What follows belongs to an exercise in optimizing a design on an open flow for small area and a short achievable clock period; a production flow would make more cautious choices. At most, simulation tests tie the RTL to the original design; equivalence was not proved. No activity file was given, so power comes from the tool's default toggle rates.

==> inputs of exp/violet <==
## new_alu
module new_alu(i_op, i_arg_A, i_arg_B, i_clk, i_reset, o_result, o_status, o_op_rdy, o_alu_error);
	input  logic [3:0] i_op;
	input  logic [7:0] i_arg_A;
	input  logic [7:0] i_arg_B;
	input  logic       i_clk;
	input  logic       i_reset;
	output logic [7:0] o_result;
	output logic [3:0] o_status;
	output logic       o_op_rdy;
	output logic       o_alu_error;
	logic [7:0] res;
	logic [3:0] st;
	alu_core core(.i_op(i_op), .i_arg_A(i_arg_A), .i_arg_B(i_arg_B), .res(res), .st(st));
	always_ff @(posedge i_clk) begin
		if (!i_reset) begin
			o_result <= 8'd0;
			o_status <= 4'd0;
		end else begin
			o_result <= res;
			o_status <= st;
		end
	end
	assign o_alu_error = o_status[0];
	assign o_op_rdy = ~o_status[0];
endmodule
clock: 18.0 ns
lec_check: 0
abc_area: 0
abc_clock_period_in_ps: 6000
cap_margin: 20
core_margin: 2
core_utilization: 40
slew_margin: 20
run.sh (not shown) runs the stock make flow with config.mk's settings and CLKGATE_MAP_FILE= SYNTH_SCRIPT=/design/flow/synth_recipe.tcl, a recipe that flattens the netlist after the stock synthesis.
==> inputs of exp/delta, as changes to exp/violet <==
- ABC_AREA: 0 -> 1
==> impl_metrics.env <==
export IMPL_netlist_top_cells_area="nor2_1 6.2%, fa_1 6.0%, a21oi_1 5.4%, xnor2_1 5.4%, nand2_1 5.2%"
export IMPL_core_mm2=0.0114
export IMPL_ys_seq_area_share_pct=5.13
export IMPL_outcome="complete, no violations"
export IMPL_syn_inst=678
export IMPL_slew_limit_headroom_pct=34.1
export IMPL_crit_buf_inv=5
export IMPL_hpwl_um=13700
export IMPL_powerDensity_mw_per_mm2=48.8
export IMPL_fmax_mhz=58.5
export IMPL_grt_pass1_wl_um=27700
export IMPL_slowest_delay_ns=0.49
export IMPL_ctsRootBufferMaster="clkbuf_16"
export IMPL_yosysTopAreaCell="nor2_1"
export IMPL_wl_met2_um=7640
export IMPL_synth_compound_area_share_pct=36.1
export IMPL_finalCoreUtilization_pct=48.0
export IMPL_pwr_share_comb_pct=71.6
export IMPL_cp_depth=60
# the run above: exp/violet

==> impl_metrics.env <==
export IMPL_hpwl_um=10500
export IMPL_slew_limit_headroom_pct=50.7
export IMPL_finalCoreUtilization_pct=46.5
export IMPL_ctsRootBufferMaster="clkbuf_8"
export IMPL_core_mm2=0.00924
export IMPL_netlist_top_cells_area="nand2_1 15%, inv_1 9.7%, fa_1 7.4%, o21ai_0 7.0%, dfxtp_1 6.3%"
export IMPL_slowest_delay_ns=0.70
export IMPL_grt_pass1_wl_um=20800
export IMPL_syn_inst=646
export IMPL_powerDensity_mw_per_mm2=47.0
export IMPL_synth_compound_area_share_pct=19.8
export IMPL_crit_buf_inv=9
export IMPL_outcome="complete, no violations"
export IMPL_ys_seq_area_share_pct=6.30
export IMPL_wl_met2_um=5740
export IMPL_pwr_share_comb_pct=74.0
# the run above: exp/delta

Function was not checked in any run of this note: the RTL went through the layout flow alone.

==> inputs of indigo <==
new_alu, a different RTL version from the one above (not shown whole).
Design new_alu, start of the top module:
module new_alu(i_op, i_arg_A, i_arg_B, i_clk, i_reset, o_result, o_status, o_op_rdy, o_alu_error);
	input  logic [3:0] i_op;
	input  logic [7:0] i_arg_A;
	input  logic [7:0] i_arg_B;
	input  logic       i_clk;
	input  logic       i_reset;
	output logic [7:0] o_result;
	output logic [3:0] o_status;
	output logic       o_op_rdy;
	output logic       o_alu_error;
	logic [7:0] res;
	logic [3:0] st;
	alu_core core(.i_op(i_op), .i_arg_A(i_arg_A), .i_arg_B(i_arg_B), .res(res), .st(st));
	always_ff @(posedge i_clk) begin
		if (!i_reset) begin
			o_result <= 8'd0;
			o_status <= 4'd0;
		end else begin
			o_result <= res;
			o_status <= st;
		end
	end
	assign o_alu_error = o_status[0];
	assign o_op_rdy = ~o_status[0];
endmodule
Settings: LEC_CHECK=0, ABC_AREA=1, CAP_MARGIN=20, CORE_MARGIN=2, CORE_UTILIZATION=40, SLEW_MARGIN=20; clock period 18.0 ns.
standard.sh (not shown) runs the stock make flow with config.mk's settings and CLKGATE_MAP_FILE= SYNTH_SCRIPT=/design/flow/synth_recipe.tcl, a recipe that flattens the netlist after the stock synthesis.
==> flow/flow/run.sh <==
#!/bin/bash
# The standard layout, with two changes:
# - Yosys's full/half-adder cell extraction off (ADDER_MAP_FILE empty), so that
#   ABC maps the adders' logic together with the rest;
# - repair_timing aims at 9 ns of setup slack (SETUP_SLACK_MARGIN), i.e. it
#   keeps sizing and buffering until the paths fit in 18 - 9 ns.
set -euo pipefail
bash standard.sh ADDER_MAP_FILE= SETUP_SLACK_MARGIN=9 finish > standard.log 2>&1
==> lagoon: changes against indigo <==
==> flow/flow/run.sh (replaced) <==
#!/bin/bash
# The standard layout (standard.sh), with these changes:
# - Yosys's full/half-adder cell extraction off (ADDER_MAP_FILE empty), so that
#   ABC maps the adders' logic together with the rest;
# - the port buffers are sky130_fd_sc_hd__buf_2 cells;
# - extra make settings: RECOVER_POWER=100 SETUP_SLACK_MARGIN=8.5
set -euo pipefail
bash standard.sh ADDER_MAP_FILE= "BUFFER_PORTS_ARGS=-buffer_cell sky130_fd_sc_hd__buf_2" RECOVER_POWER=100 SETUP_SLACK_MARGIN=8.5 finish > standard.log 2>&1
Settings changed: CORE_UTILIZATION 40 to 70.
==> raven: changes against indigo <==
==> flow/flow/run.sh (replaced) <==
#!/bin/bash
# The standard layout (standard.sh), with these changes:
# - Yosys's full/half-adder cell extraction off (ADDER_MAP_FILE empty), so that
#   ABC maps the adders' logic together with the rest;
# - the port buffers are sky130_fd_sc_hd__buf_2 cells;
# - repair_timing aims at 9 ns of setup slack (SETUP_SLACK_MARGIN).
set -euo pipefail
bash standard.sh ADDER_MAP_FILE= "BUFFER_PORTS_ARGS=-buffer_cell sky130_fd_sc_hd__buf_2" SETUP_SLACK_MARGIN=9 finish > standard.log 2>&1
Settings changed: CORE_UTILIZATION 40 to 70.
==> quartz: changes against indigo <==
==> flow/flow/run.sh (replaced) <==
#!/bin/bash
# The standard layout, with Yosys's full/half-adder cell extraction turned off
# (ADDER_MAP_FILE empty) so that ABC maps the adders' logic with the rest.
set -euo pipefail
bash standard.sh ADDER_MAP_FILE= finish > standard.log 2>&1
==> qor summary <==
quantity	quartz	lagoon	indigo	raven
Rows	37	28	37	28
Starting density of the core	40.8%	71.5%	40.8%	71.5%
Detailed-routing wirelength on met1	6.86 mm	5.36 mm	7.26 mm	5.68 mm
Run status	no timing/DRC/antenna violations	no timing/DRC/antenna violations	no timing/DRC/antenna violations	no timing/DRC/antenna violations
Fraction of area in registers	5.16%	5.50%	4.44%	4.81%
Part of the total power dissipated in the clock network	10.8%	11.7%	9.6%	10.6%
Multi-input gate area	3410 sq um	3380 sq um	3800 sq um	3700 sq um
Pre-CTS WS	7.86 ns	8.83 ns	7.86 ns	8.83 ns
Max-slew headroom	41.5%	50.6%	47.2%	51.6%
CP Data Required Time	18.17 ns	18.17 ns	18.17 ns	18.18 ns
Worst hold margin	3.94 ns	3.58 ns	3.75 ns	3.58 ns
Number of ordinary and repair buffers in the finished layout	35	35	81	70
Average detailed-routed wire length per instance	15.7 um	15.3 um	16.1 um	17.4 um
CP peak stage delay	0.86 ns	0.38 ns	0.26 ns	0.30 ns
Overall die width	106 um	81.0 um	106 um	81.0 um
Worst-path fanout max	22	9	9	22
Number of gates on the worst path with buffers counted	48	47	50	51

==> xenon: inputs <==
Another version of the RTL of new_alu (not shown whole).
// new_alu
module new_alu(i_op, i_arg_A, i_arg_B, i_clk, i_reset, o_result, o_status, o_op_rdy, o_alu_error);
clock: 18.0 ns
lec_check: 0
abc_area: 1
cap_margin: 20
core_margin: 2
core_utilization: 70
place_density: 0.85
slew_margin: 20
==> flow/flow/run.sh <==
#!/bin/bash
# The standard layout (standard.sh), with two changes:
# - Yosys's full/half-adder cell extraction is off (ADDER_MAP_FILE empty), so
#   that ABC maps the adders' logic together with the rest of the logic;
# - the port buffers are sky130_fd_sc_hd__buf_2 cells (BUFFER_PORTS_ARGS).
set -euo pipefail
bash standard.sh ADDER_MAP_FILE= "BUFFER_PORTS_ARGS=-buffer_cell sky130_fd_sc_hd__buf_2" finish > standard.log 2>&1
==> zinc: changes against xenon <==
PLACE_DENSITY = unset   (was 0.85)
==> summary.txt <==
vias in the first global route=4,755; Slew @ Worst Pin=0.727 ns; GRT Total Usage=0.416; Tot Pwr=0.000216 W; sequential share of cell area=0.0579; final worst slack=9.90 ns; outcome=no timing/DRC/antenna violations
the above is filed under zinc

==> summary.txt <==
outcome=no timing/DRC/antenna violations; Tot Pwr=0.000215 W; final net count=829; GRT Total Usage=0.408; Comb group=0.000158 W; sequential share of cell area=0.0579; vias in the first global route=4,762; antenna viol nets, final=0
the above is filed under xenon


==> inputs of run D <==
new_alu with an RTL version that a note above also has.
make LEC_CHECK=0 CAP_MARGIN=20 CORE_MARGIN=2 CORE_UTILIZATION=40 SLEW_MARGIN=20 finish   # period 18.0 ns
run.sh (not shown) runs the stock make flow with config.mk's settings and CLKGATE_MAP_FILE= SYNTH_SCRIPT=/design/flow/synth_recipe.tcl, a recipe that flattens the netlist after the stock synthesis.
Stock flow here: none of the scripts above is used.
==> run G (differences from run D) <==
--- a/flow/config.mk
+++ b/flow/config.mk
@@ -7,2 +7,3 @@
 export LEC_CHECK = 0
+export ABC_AREA = 1
 export CAP_MARGIN = 20
==> notes <==
Run D completed without violations. Run G produced a clean layout. Against run D, the first-iteration DRC count of run G is smaller by about 40%. Of run D and run G, run D has the higher global-route usage (gap 1.6 points). Total power: run D is higher than run G (32%). Against run G, the die area of run D is larger by about 22%. In flip-flop and latch count, run G and run D do not differ.
==> figures <==
Area fraction in compound gates after synthesis: run D 0.361; run G 0.198
Cell Int Power: run D 0.138 mW; run G 0.0993 mW
Signal buffers share of area: run D 0.106; run G 0.0833
Clock network power consumption: run D 0.0452 mW; run G 0.0219 mW
Maximum number of pins on one net before global-route repair: run D 26; run G 20
Fraction of the cycle the final worst path needs: run D 0.950; run G 0.864
Most common cell in the netlist: run D sky130_fd_sc_hd__nor2_1; run G sky130_fd_sc_hd__nand2_1
Pre-CTS setup slack: run D 0.126 ns; run G 2.26 ns
Run status: run D finished clean; run G finished clean
Number of multi-input logic gates: run D 586; run G 506
Most common library cell in the layout ignoring fill and taps: run D sky130_fd_sc_hd__nor2_1; run G sky130_fd_sc_hd__nand2_1
Function was not checked in any run of this note: the RTL went through the layout flow alone.

port drivers added, routing unchanged:
The results above use ideal ports. As a check the final layouts listed here were re-extracted and re-timed, cells and wires unchanged. Step 1, drivers: a clkbuf_16 drives i_clk and a buf_2 each remaining input, both assumed. Step 2 also shifts input and output timing later by t, the mid clock arrival at the registers, as if the neighbouring blocks saw the same clock. Slacks: ideal / step 1 / step 2; pairs: ideal / step 1.
| run | t (ns) | slack for setup (ns) | clock arrival spread, ns | worst register clock-pin slew, ns | pins driven straight from the clock port |
|---|---|---|---|---|---|
| exp/violet | 0.268 | 0.901 / 0.897 / 0.629 | 0.002 / 0.001 | 0.04 / 0.04 | 1 |
| exp/delta | 0.246 | 2.453 / 2.449 / 2.202 | 0.001 / 0.001 | 0.04 / 0.04 | 1 |
| indigo | 0.255 | 9.420 / 9.420 / 9.166 | 0.001 / 0.001 | 0.05 / 0.05 | 1 |
| lagoon | 0.263 | 8.319 / 8.319 / 8.056 | 0.006 / 0.006 | 0.05 / 0.05 | 1 |
| raven | 0.266 | 8.894 / 8.893 / 8.627 | 0.007 / 0.006 | 0.06 / 0.06 | 1 |
| quartz | 0.256 | 7.942 / 7.943 / 7.687 | 0.001 / 0.001 | 0.05 / 0.05 | 1 |
| xenon | 0.258 | 9.936 / 9.939 / 9.682 | 0.003 / 0.003 | 0.05 / 0.05 | 1 |
| zinc | 0.272 | 9.901 / 9.901 / 9.629 | 0.006 / 0.006 | 0.06 / 0.06 | 1 |
| run D | 0.268 | 0.901 / 0.897 / 0.629 | 0.002 / 0.001 | 0.04 / 0.04 | 1 |
| run G | 0.246 | 2.453 / 2.449 / 2.202 | 0.001 / 0.001 | 0.04 / 0.04 | 1 |
After both steps every run listed still meets setup and hold.
